From an optimization exercise on the open Yosys and OpenROAD flow, aimed at small area, a short achievable clock period and few clock cycles per item; shortcuts taken in it are not production practice. Only simulation tests tie the RTL to the original design; equivalence was not proved. Power figures rest on the tool's default switching activity, not on a simulated workload.

run 1:
## BoothRadix4
module BoothRadix4 #(parameter N = 18)
(
    output wire [2*N-1:0] product,
    output wire           done,
    input wire [N-1:0]    mplier,
    input wire [N-1:0]    mcand,
    input wire            n_reset,
    input wire            start,
    input wire            clk
);
assign done = start & n_reset;
wire [N+1:0] b = {mplier, 1'b0};    
wire [N:0] x = {mcand[N-1], mcand};   
wire [8:0] one, two, neg;
genvar gi;
generate for (gi = 0; gi < 9; gi = gi + 1) begin : enc
    assign one[gi] = b[2*gi+1] ^ b[2*gi];
    assign two[gi] = (b[2*gi+2] & ~b[2*gi+1] & ~b[2*gi]) | (~b[2*gi+2] & b[2*gi+1] & b[2*gi]);
    assign neg[gi] = b[2*gi+2];
end endgenerate
wire [18:0] pp0 = (({19{one[0]}} & x) | ({19{two[0]}} & {x[17:0], 1'b0})) ^ {19{neg[0]}};
wire [18:0] pp1 = (({19{one[1]}} & x) | ({19{two[1]}} & {x[17:0], 1'b0})) ^ {19{neg[1]}};
wire [18:0] pp2 = (({19{one[2]}} & x) | ({19{two[2]}} & {x[17:0], 1'b0})) ^ {19{neg[2]}};
wire [18:0] pp3 = (({19{one[3]}} & x) | ({19{two[3]}} & {x[17:0], 1'b0})) ^ {19{neg[3]}};
wire [18:0] pp4 = (({19{one[4]}} & x) | ({19{two[4]}} & {x[17:0], 1'b0})) ^ {19{neg[4]}};
  ...
For scale: ~1300 cells after synthesis, ~76 I/O pins, ~11000 um2 of cells after synthesis.
clock: 3.5 ns
lec_check: 0
abc_area: 1
cap_margin: 20
core_margin: 2
core_utilization: 40
place_density: 0.6
slew_margin: 20
run.sh (not shown) runs the stock make flow with config.mk's settings and CLKGATE_MAP_FILE= SYNTH_SCRIPT=/design/flow/synth_recipe.tcl, a recipe that flattens the netlist after the stock synthesis.
Testbench counts of run 1, summed over its fixed seeds: cycles 2,408, items 2,400.
The inputs of run 2 differ from those of run 1 as listed below.
==> flow/flow/run.sh (new file) <==
#!/bin/bash
# Own layout flow: the ORFS flow through standard.sh, with these changes:
#  - synthesis: standard synthesis (synth_recipe.tcl unchanged);
#  - port buffers are plain sky130 buffers (buf_4) instead of the cell
#    buffer_ports picks by itself;
#  - extra ORFS make settings for the layout steps: MATCH_CELL_FOOTPRINT=0
# The full make output goes to standard.log in the work folder; ORFS's per-step
# logs stay under orfs/logs/.
set -euo pipefail
SYNTH=""

export BUFFER_PORTS_ARGS="-buffer_cell sky130_fd_sc_hd__buf_4"
if ! bash standard.sh $SYNTH MATCH_CELL_FOOTPRINT=0 finish > standard.log 2>&1; then
  tail -40 standard.log
  exit 1
fi
tail -5 standard.log
==> flow/standard.sh (new file) <==
#!/bin/bash
# synth_recipe.tcl (not shown) runs the flow's synth.tcl, then flattens the netlist and writes it again
# the make line also repeats each setting of config.mk as NAME=value (left out here)
make -C /OpenROAD-flow-scripts/flow DESIGN_CONFIG=/design/flow/config.mk WORK_HOME=/design/flow/orfs CLKGATE_MAP_FILE= SYNTH_SCRIPT=/design/flow/synth_recipe.tcl "${@:-finish}"
removed: flow/run.sh
### Flow results
Relative to run 1, fraction of standard cell area in multi-input logic has increased by 0.22 points in run 2. Summary — global-route usage, run 2 relative to run 1: higher, by 0.35 points. Between run 2 and run 1, the logic gate share of total power is higher for run 1. The final layouts of run 2 and run 1 pass the timing, DRC and antenna checks. Run 1 has higher power dissipated by switching net loads than run 2. Going from run 1 to run 2, wire length the detailed router placed on met1 moved down; headroom to the max-slew limit moved down; global-route wire length before repair moved up; full die area level.
Changes in run 3 relative to run 2:
==> flow/flow/run.sh <==
#!/bin/bash
# Own layout flow: the ORFS flow through standard.sh, with these changes:
#  - synthesis: standard synthesis (synth_recipe.tcl unchanged);
#  - port buffers are plain sky130 buffers (buf_2) instead of the cell
#    buffer_ports picks by itself;
#  - extra ORFS make settings for the layout steps: MATCH_CELL_FOOTPRINT=0 RECOVER_POWER=100 PRE_GLOBAL_ROUTE_TCL=$PWD/flow/dt.tcl
# The full make output goes to standard.log in the work folder; ORFS's per-step
# logs stay under orfs/logs/.
set -euo pipefail
SYNTH=""

export BUFFER_PORTS_ARGS="-buffer_cell sky130_fd_sc_hd__buf_2"
if ! bash standard.sh $SYNTH MATCH_CELL_FOOTPRINT=0 RECOVER_POWER=100 PRE_GLOBAL_ROUTE_TCL=$PWD/flow/dt.tcl finish > standard.log 2>&1; then
  tail -40 standard.log
  exit 1
fi
tail -5 standard.log
==> flow/flow/dt.tcl (new file) <==
# Keep the drivers of the register enable net as repaired so far: power
# recovery must not downsize them (their fanout is every register).
set dt_cells {}
foreach pin [get_pins -hierarchical */DE] {
  set net [get_nets -of_objects $pin]
  foreach drv [get_pins -of_objects $net -filter "direction == output"] {
    lappend dt_cells [get_full_name [get_cells -of_objects $drv]]
  }
}
set dt_cells [lsort -unique $dt_cells]
puts "dont_touch on enable drivers: $dt_cells"
foreach c $dt_cells { set_dont_touch [get_cells $c] }
Results
Run 2 and run 3 ended up with nearly the same number of placed instances, taps included. When run 3 is measured against run 2, its wire length of the first global-routing pass turns out about 3.2% lower. In the tables for run 2 and run 3, fmax reads higher with run 2.
## Diff of input files: run 4 against run 3
Settings: swapping 0.6 for 0.7 in PLACE_DENSITY; swapping 40 for 55 in CORE_UTILIZATION.
## What came out
- The global-route met1 utilization of run 4 is higher than that of run 3.
- Taking run 3 as the reference point, the worst setup slack of run 4 rises by 26 ps.
- For fraction of area in registers, run 3 and run 4 come out practically identical.
- Diff run 3 -> run 4: detailed-routing wirelength on met1 dropped about 9%; non-clock buffer area fraction after layout now larger; maximum frequency now sits higher.
### run 4 -> run 5
Settings: PLACE_DENSITY changed from 0.7 to 0.6; CORE_UTILIZATION changed from 55 to 40.
==> flow/flow/run.sh <==
#!/bin/bash
# Own layout flow: the standard ORFS flow, with the port buffers made of
# plain sky130 buffers (buf_4) instead of the cell buffer_ports picks by itself.
# The full make output goes to standard.log in the work folder; ORFS's per-step
# logs stay under orfs/logs/.
set -euo pipefail
export BUFFER_PORTS_ARGS="-buffer_cell sky130_fd_sc_hd__buf_4"
if ! bash standard.sh > standard.log 2>&1; then
  tail -40 standard.log
  exit 1
fi
tail -5 standard.log
removed: flow/flow/dt.tcl
==> run summary <==
On wire length of the first global-routing pass, run 4 beats run 5. When run 5 is measured against run 4, its total global-route track usage turns out 7.1 points lower. Sort run 4 and run 5 by routed wire length desc -> top: run 5. Looking only at critical path's largest stage delay, and setting everything else aside, the lower value of run 4 and run 5 goes to run 4. In the flow results for run 4 and run 5, the highest ir drop seen on vdd is larger on run 4. Met2 demand-to-capacity share in global routing in run 5 vs run 4: down 12 points. Relative to run 4, count of plain and timing-repair buffers has decreased by 16 in run 5. When run 5 is measured against run 4, its fraction of standard cell area that is sequential turns out 0.55 points lower. [compare] base=run 4 new=run 5: final worst setup slack climbed 15 ps; area of placed instances shows an increase of 290 um2.

========
BoothRadix4 again, from the RTL that the note above started with.
Design BoothRadix4, start of the top module:
module BoothRadix4 #(parameter N = 18)
(
    output wire [2*N-1:0] product,
    output wire           done,
    input wire [N-1:0]    mplier,
    input wire [N-1:0]    mcand,
    input wire            n_reset,
    input wire            start,
    input wire            clk
);
==> flow/config.mk <==
export PLATFORM = sky130hd
export DESIGN_NAME = BoothRadix4
export DESIGN_NICKNAME = BoothRadix4
export VERILOG_FILES = /design/flow/design.v
export SDC_FILE = /design/flow/constraint.sdc
export NUM_CORES = 4
export LEC_CHECK = 0
export ABC_AREA = 1
export CAP_MARGIN = 20
export CORE_MARGIN = 2
export CORE_UTILIZATION = 40
export PLACE_DENSITY = 0.6
export SLEW_MARGIN = 20
==> flow/constraint.sdc <==
create_clock -name core_clock -period 3.5 [get_ports {clk}]
set_input_delay 0.7000 -clock core_clock [delete_from_list [all_inputs] [get_ports {clk}]]
set_output_delay 0.7000 -clock core_clock [all_outputs]
set_load 0.01 [all_outputs]
standard.sh (not shown) runs the stock make flow with config.mk's settings and CLKGATE_MAP_FILE= SYNTH_SCRIPT=/design/flow/synth_recipe.tcl, a recipe that flattens the netlist after the stock synthesis.
==> flow/flow/run.sh <==
#!/bin/bash
# Own layout flow: the ORFS flow through standard.sh, with these changes:
#  - synthesis: standard synthesis (synth_recipe.tcl unchanged);
#  - port buffers are plain sky130 buffers (buf_4) instead of the cell
#    buffer_ports picks by itself;
#  - extra ORFS make settings for the layout steps: MATCH_CELL_FOOTPRINT=0 PRE_GLOBAL_PLACE_TCL=$PWD/flow/fanout.tcl
# The full make output goes to standard.log in the work folder; ORFS's per-step
# logs stay under orfs/logs/.
set -euo pipefail
SYNTH=""

export BUFFER_PORTS_ARGS="-buffer_cell sky130_fd_sc_hd__buf_4"
if ! bash standard.sh $SYNTH MATCH_CELL_FOOTPRINT=0 PRE_GLOBAL_PLACE_TCL=$PWD/flow/fanout.tcl finish > standard.log 2>&1; then
  tail -40 standard.log
  exit 1
fi
tail -5 standard.log
==> flow/flow/fanout.tcl <==
set_max_fanout 10 [current_design]
Testbench counts at the start, summed over its fixed seeds: cycles 2,408, items 2,400.
==> next run, changes <==
==> flow/flow/run.sh (replaced) <==
#!/bin/bash
# Own layout flow: the standard ORFS flow (standard.sh, unchanged synthesis)
# with these changes to the layout steps:
#  - port buffers are plain sky130 buffers (buf_2) instead of the cell
#    buffer_ports picks by itself;
#  - extra ORFS make settings: MATCH_CELL_FOOTPRINT=0 RECOVER_POWER=100
# The full make output goes to standard.log in the work folder; ORFS's per-step
# logs stay under orfs/logs/.
set -euo pipefail
export BUFFER_PORTS_ARGS="-buffer_cell sky130_fd_sc_hd__buf_2"
if ! bash standard.sh MATCH_CELL_FOOTPRINT=0 RECOVER_POWER=100 finish > standard.log 2>&1; then
  tail -40 standard.log
  exit 1
fi
tail -5 standard.log
removed: flow/flow/fanout.tcl
Effect: The new run ran to the end with violations: capacitance limit, slew limit; cell area decreases by 4.5%; power went down by 5.0%; wire length decreases by 1.6%; core utilization goes down by 2.2 points; die area stays the same; non-clock buffer count shrinks by 43; combinational power is lower by 7.1%; sequential power is about the same.

## afterwards: timing with drivers on the ports
The results above use ideal ports. As a check the final layouts listed here were re-extracted and re-timed, cells and wires unchanged. Step 1: set_driving_cell puts a clkbuf_16 on clk and a buf_2 on each other input, an assumption about the parent block. Step 2 moves the port delays by t, midway between the first and last clock arrival at a register: inputs arrive t later, outputs are due t later. That takes back most of the time a late clock gives input paths. Three values: ideal ports, drivers, drivers and shift; two values: the first two.
run | t (ns) | slack for setup (ns) | cell pins on the clock port's net
run 1 | 0.363 | 0.055 / 0.045 / -0.300 | 1
run 2 | 0.362 | 0.141 / 0.105 / -0.181 | 1
run 3 | 0.363 | 0.100 / 0.106 / -0.245 | 1
run 4 | 0.369 | 0.126 / 0.106 / -0.234 | 1
run 5 | 0.362 | 0.141 / 0.105 / -0.181 | 1
the first run of note 2 | 0.362 | 0.062 / 0.025 / -0.271 | 1
the second run of note 2 | 0.364 | 0.104 / 0.116 / -0.241 | 1
The setup slack of run 4, which loses most, moves by -0.020 ns with the drivers and by -0.360 ns with both steps.
